This design comes from an exercise in tuning for small area and a short achievable clock period on the open sky130 flow, not from production work.
The RTL was checked by simulation tests, not by an equivalence proof against the original design.

cedar:
## Conway
module Conway(
    input clk,
    input load,
    input [255:0] data,
    output reg [255:0] q
);
Size in the first run: about 2,300 cells after synthesis, roughly 510 I/O pins.
==> flow/config.mk <==
export PLATFORM = sky130hd
export DESIGN_NAME = Conway
export DESIGN_NICKNAME = Conway
export VERILOG_FILES = /design/flow/design.v
export SDC_FILE = /design/flow/constraint.sdc
export NUM_CORES = 4
export LEC_CHECK = 0
export CAP_MARGIN = 20
export CORE_MARGIN = 2
export CORE_UTILIZATION = 65
export CTS_CLUSTER_DIAMETER = 100
export CTS_CLUSTER_SIZE = 32
export SETUP_SLACK_MARGIN = 2.9
export SLEW_MARGIN = 20
export SYNTH_HIERARCHICAL = 1
export SYNTH_MINIMUM_KEEP_SIZE = 0
==> flow/constraint.sdc <==
create_clock -name core_clock -period 5.0 [get_ports {clk}]
set_input_delay 1.0000 -clock core_clock [delete_from_list [all_inputs] [get_ports {clk}]]
set_output_delay 1.0000 -clock core_clock [all_outputs]
set_load 0.01 [all_outputs]
standard.sh (not shown) runs the stock make flow with config.mk's settings and CLKGATE_MAP_FILE= SYNTH_SCRIPT=/design/flow/synth_recipe.tcl, a recipe that flattens the netlist after the stock synthesis.
==> flow/flow/run.sh <==
#!/bin/bash
# Standard ORFS layout with two changes:
#  - port buffers are plain buf_1 cells instead of the delay-buffer cells
#    buffer_ports picks by default;
#  - before floorplanning, combinational cells are set to drive strength 1
#    (flow/downsize.tcl); timing repair upsizes where needed.
set -euo pipefail
here=$(pwd)
export BUFFER_PORTS_ARGS="-buffer_cell sky130_fd_sc_hd__buf_1"
export PRE_FLOORPLAN_TCL="$here/flow/downsize.tcl"
bash standard.sh > standard.log 2>&1
==> flow/flow/downsize.tcl <==
# Before floorplanning: give every combinational cell that synthesis mapped at
# a drive strength above 1 its _1 variant, when the library has one. Timing
# repair later upsizes again where a path needs it.
set db [ord::get_db]
set n 0
foreach inst [[ord::get_db_block] getInsts] {
  set master [$inst getMaster]
  set name [$master getName]
  if {[$master isSequential]} { continue }
  if {[regexp {^(sky130_fd_sc_hd__[a-z0-9]+)_([2-9]|1[0-9])$} $name -> base drive]} {
    set small [$db findMaster ${base}_1]
    if {$small ne "NULL" && $small ne ""} {
      $inst swapMaster $small
      incr n
    }
  }
}
puts "downsize: $n cells set to drive strength 1"
FAIL cedar @ global routing: tool exited with error
The following lists how harbor was set up differently from cedar:
- clearing CTS_CLUSTER_DIAMETER, which used to be 100
- swapping 2.9 for 2.8 in SETUP_SLACK_MARGIN
- clearing CTS_CLUSTER_SIZE, which used to be 32
==> run notes <==
Comparing cedar against harbor, there is no change at all in maximum clock insertion buffer count. Of cedar and harbor, the lower number of CTS-inserted buffers belongs to cedar. ~same number of top-level pins in cedar and harbor. harbor -> cedar: post-synthesis cell count delta 0, exact match. Looking at post-cts sizing count across cedar and harbor, the one that comes out higher is cedar. Re post-CTS setup buffer count: cedar and harbor aren't equal, and the higher value belongs to cedar. harbor finished end to end and its layout was clean on timing, DRC and antenna.
Setup changes, harbor to ember
- clearing SETUP_SLACK_MARGIN, which used to be 2.8
- swapping 65 for 40 in CORE_UTILIZATION
==> flow/flow/run.sh <==
#!/bin/bash
# Standard ORFS layout, except that the port buffers are plain buf_1 cells
# instead of the delay-buffer cells buffer_ports picks by default.
set -euo pipefail
export BUFFER_PORTS_ARGS="-buffer_cell sky130_fd_sc_hd__buf_1"
bash standard.sh > standard.log 2>&1
removed: flow/flow/downsize.tcl
Results
Result for harbor and ember: all clean. Looking only at share of the core filled with cells, and setting everything else aside, the lower value of harbor and ember goes to ember. Summary — design area, ember relative to harbor: higher, by 3.5%.


== raven ==
Starting RTL as in the previous note.
clock: 5.0 ns
lec_check: 0
cap_margin: 20
core_margin: 2
core_utilization: 65
setup_slack_margin: 2.7
slew_margin: 20
synth_hierarchical: 1
synth_minimum_keep_size: 0
==> flow/flow/run.sh <==
#!/bin/bash
# Standard ORFS layout, except that the port buffers are plain buf_1 cells
# instead of the delay-buffer cells buffer_ports picks by default.
set -euo pipefail
export BUFFER_PORTS_ARGS="-buffer_cell sky130_fd_sc_hd__buf_1"
bash standard.sh > standard.log 2>&1
Both conditions hold for raven: the flow ran to the end and the final layout passed the timing, DRC and antenna checks.
> inputs changed (raven -> juniper)
- SETUP_SLACK_MARGIN no longer set, was 2.7
==> run notes <==
Between juniper and raven, it is juniper whose total global routing track utilization is lower, by 0.22 points. On final cycle utilization of the critical path, the lower figure sits with raven, not juniper. Summary of juniper over raven: initial core utilization barely changed, final critical delay including setup and external delays climbed 0.24 ns, sequential portion of the cell area dropped 0.82 points, mean routed wirelength per cell dropped 0.43%. Where summed area of non-filler cells in the final layout is concerned, raven is outperformed by juniper. Going from raven to juniper, area after synthesis essentially unchanged, hold slack essentially unchanged, core utilization decreased 0.80 points.
> inputs changed (juniper -> nickel)
- CORE_UTILIZATION changed from 65 to 75
- SETUP_SLACK_MARGIN newly set to 2.7
==> flow/flow/run.sh <==
#!/bin/bash
# Standard ORFS layout with two changes:
#  - port buffers are plain buf_1 cells instead of the delay-buffer cells
#    buffer_ports picks by default;
#  - before floorplanning, combinational cells are set to drive strength 1
#    (flow/downsize.tcl); timing repair upsizes where needed.
set -euo pipefail
here=$(pwd)
export BUFFER_PORTS_ARGS="-buffer_cell sky130_fd_sc_hd__buf_1"
export PRE_FLOORPLAN_TCL="$here/flow/downsize.tcl"
bash standard.sh > standard.log 2>&1
==> flow/flow/downsize.tcl (new file) <==
# Before floorplanning: give every combinational cell that synthesis mapped at
# a drive strength above 1 its _1 variant, when the library has one. Timing
# repair later upsizes again where a path needs it.
set db [ord::get_db]
set n 0
foreach inst [[ord::get_db_block] getInsts] {
  set master [$inst getMaster]
  set name [$master getName]
  if {[$master isSequential]} { continue }
  if {[regexp {^(sky130_fd_sc_hd__[a-z0-9]+)_([2-9]|1[0-9])$} $name -> base drive]} {
    set small [$db findMaster ${base}_1]
    if {$small ne "NULL" && $small ne ""} {
      $inst swapMaster $small
      incr n
    }
  }
}
puts "downsize: $n cells set to drive strength 1"
--- outcome ---
Synthesized instance count came out exactly the same in nickel and juniper.
The total of cells resized after clock tree synthesis in nickel sits 275 above the value recorded for juniper.
Summary: final standard cell area without fillers, nickel better than juniper
diff inputs: nickel => garnet
- CORE_UTILIZATION changed from 75 to 65
==> comparison <==
On cell area after layout, garnet and nickel are basically level.
Compared with nickel, in garnet final-layout clock buffer total went up about 1.8%; full die area has increased; worst setup margin grew by 0.22 ns; clock distribution area overhead in the final layout did not really move; wire length of the first global-routing pass saw a decrease.
Side by side, overall die width turned out higher in garnet than in nickel.
Relative to nickel, arrival time reported for the critical path endpoint decreased by 1.67 ns in garnet.
What violet does differently from garnet at the input level:
- a change of SETUP_SLACK_MARGIN from 2.7 to 2.8
--- a/flow/flow/run.sh
+++ b/flow/flow/run.sh
@@ -9,3 +9,4 @@
 export BUFFER_PORTS_ARGS="-buffer_cell sky130_fd_sc_hd__buf_1"
 export PRE_FLOORPLAN_TCL="$here/flow/downsize.tcl"
+export CTS_ARGS="-sink_clustering_enable -repair_clock_nets -sink_clustering_size 20 -sink_clustering_max_diameter 80"
 bash standard.sh > standard.log 2>&1
## What came out
garnet leaves more setup margin than violet.
violet drops more vias than garnet.
Looking at the reports, violet completed the entire flow and the layout it produced met the timing, DRC and antenna checks.
violet against garnet: buffer count from post-CTS setup fixing up 314, part of the cycle the worst path needs up 5.1 points.

afterwards: timing with drivers on the ports:
The flow's constraints put no driver on any port. The routed layouts listed below were extracted and timed again, unchanged, in two steps. Step 1 (the two cells are an assumption about what drives the block):
set clk [get_ports {clk}]
set_driving_cell -lib_cell sky130_fd_sc_hd__clkbuf_16 $clk
set_driving_cell -lib_cell sky130_fd_sc_hd__buf_2 [delete_from_list [all_inputs] $clk]
Step 2, shift: input delay + t, output delay - t, t = (earliest + latest rising clock arrival at the registers) / 2. This alone moves slack from input paths to output paths. Slacks: no drivers / after step 1 / after step 2; pairs: no drivers / after step 1.
run	t (ns)	setup WS [ns]	hold WS [ns]	latest minus earliest clock arrival (ns)
harbor	0.612	2.785 / 2.724 / 2.308	0.583 / 0.583 / 0.583	0.026 / 0.026
ember	0.620	2.490 / 2.426 / 2.056	0.629 / 0.596 / 0.726	0.016 / 0.016
raven	0.618	2.708 / 2.643 / 2.288	0.621 / 0.584 / 0.634	0.022 / 0.022
juniper	0.621	2.464 / 2.398 / 2.148	0.619 / 0.579 / 0.715	0.027 / 0.026
nickel	0.631	2.490 / 2.490 / 2.199	0.600 / 0.563 / 0.600	0.024 / 0.025
garnet	0.611	2.712 / 2.651 / 2.196	0.595 / 0.585 / 0.595	0.027 / 0.027
violet	0.653	2.458 / 2.458 / 2.203	0.546 / 0.536 / 0.546	0.035 / 0.035
After both steps every run listed still meets setup and hold. For garnet, which loses most, drivers alone change the setup slack by -0.061 ns; drivers and shift together by -0.516 ns.
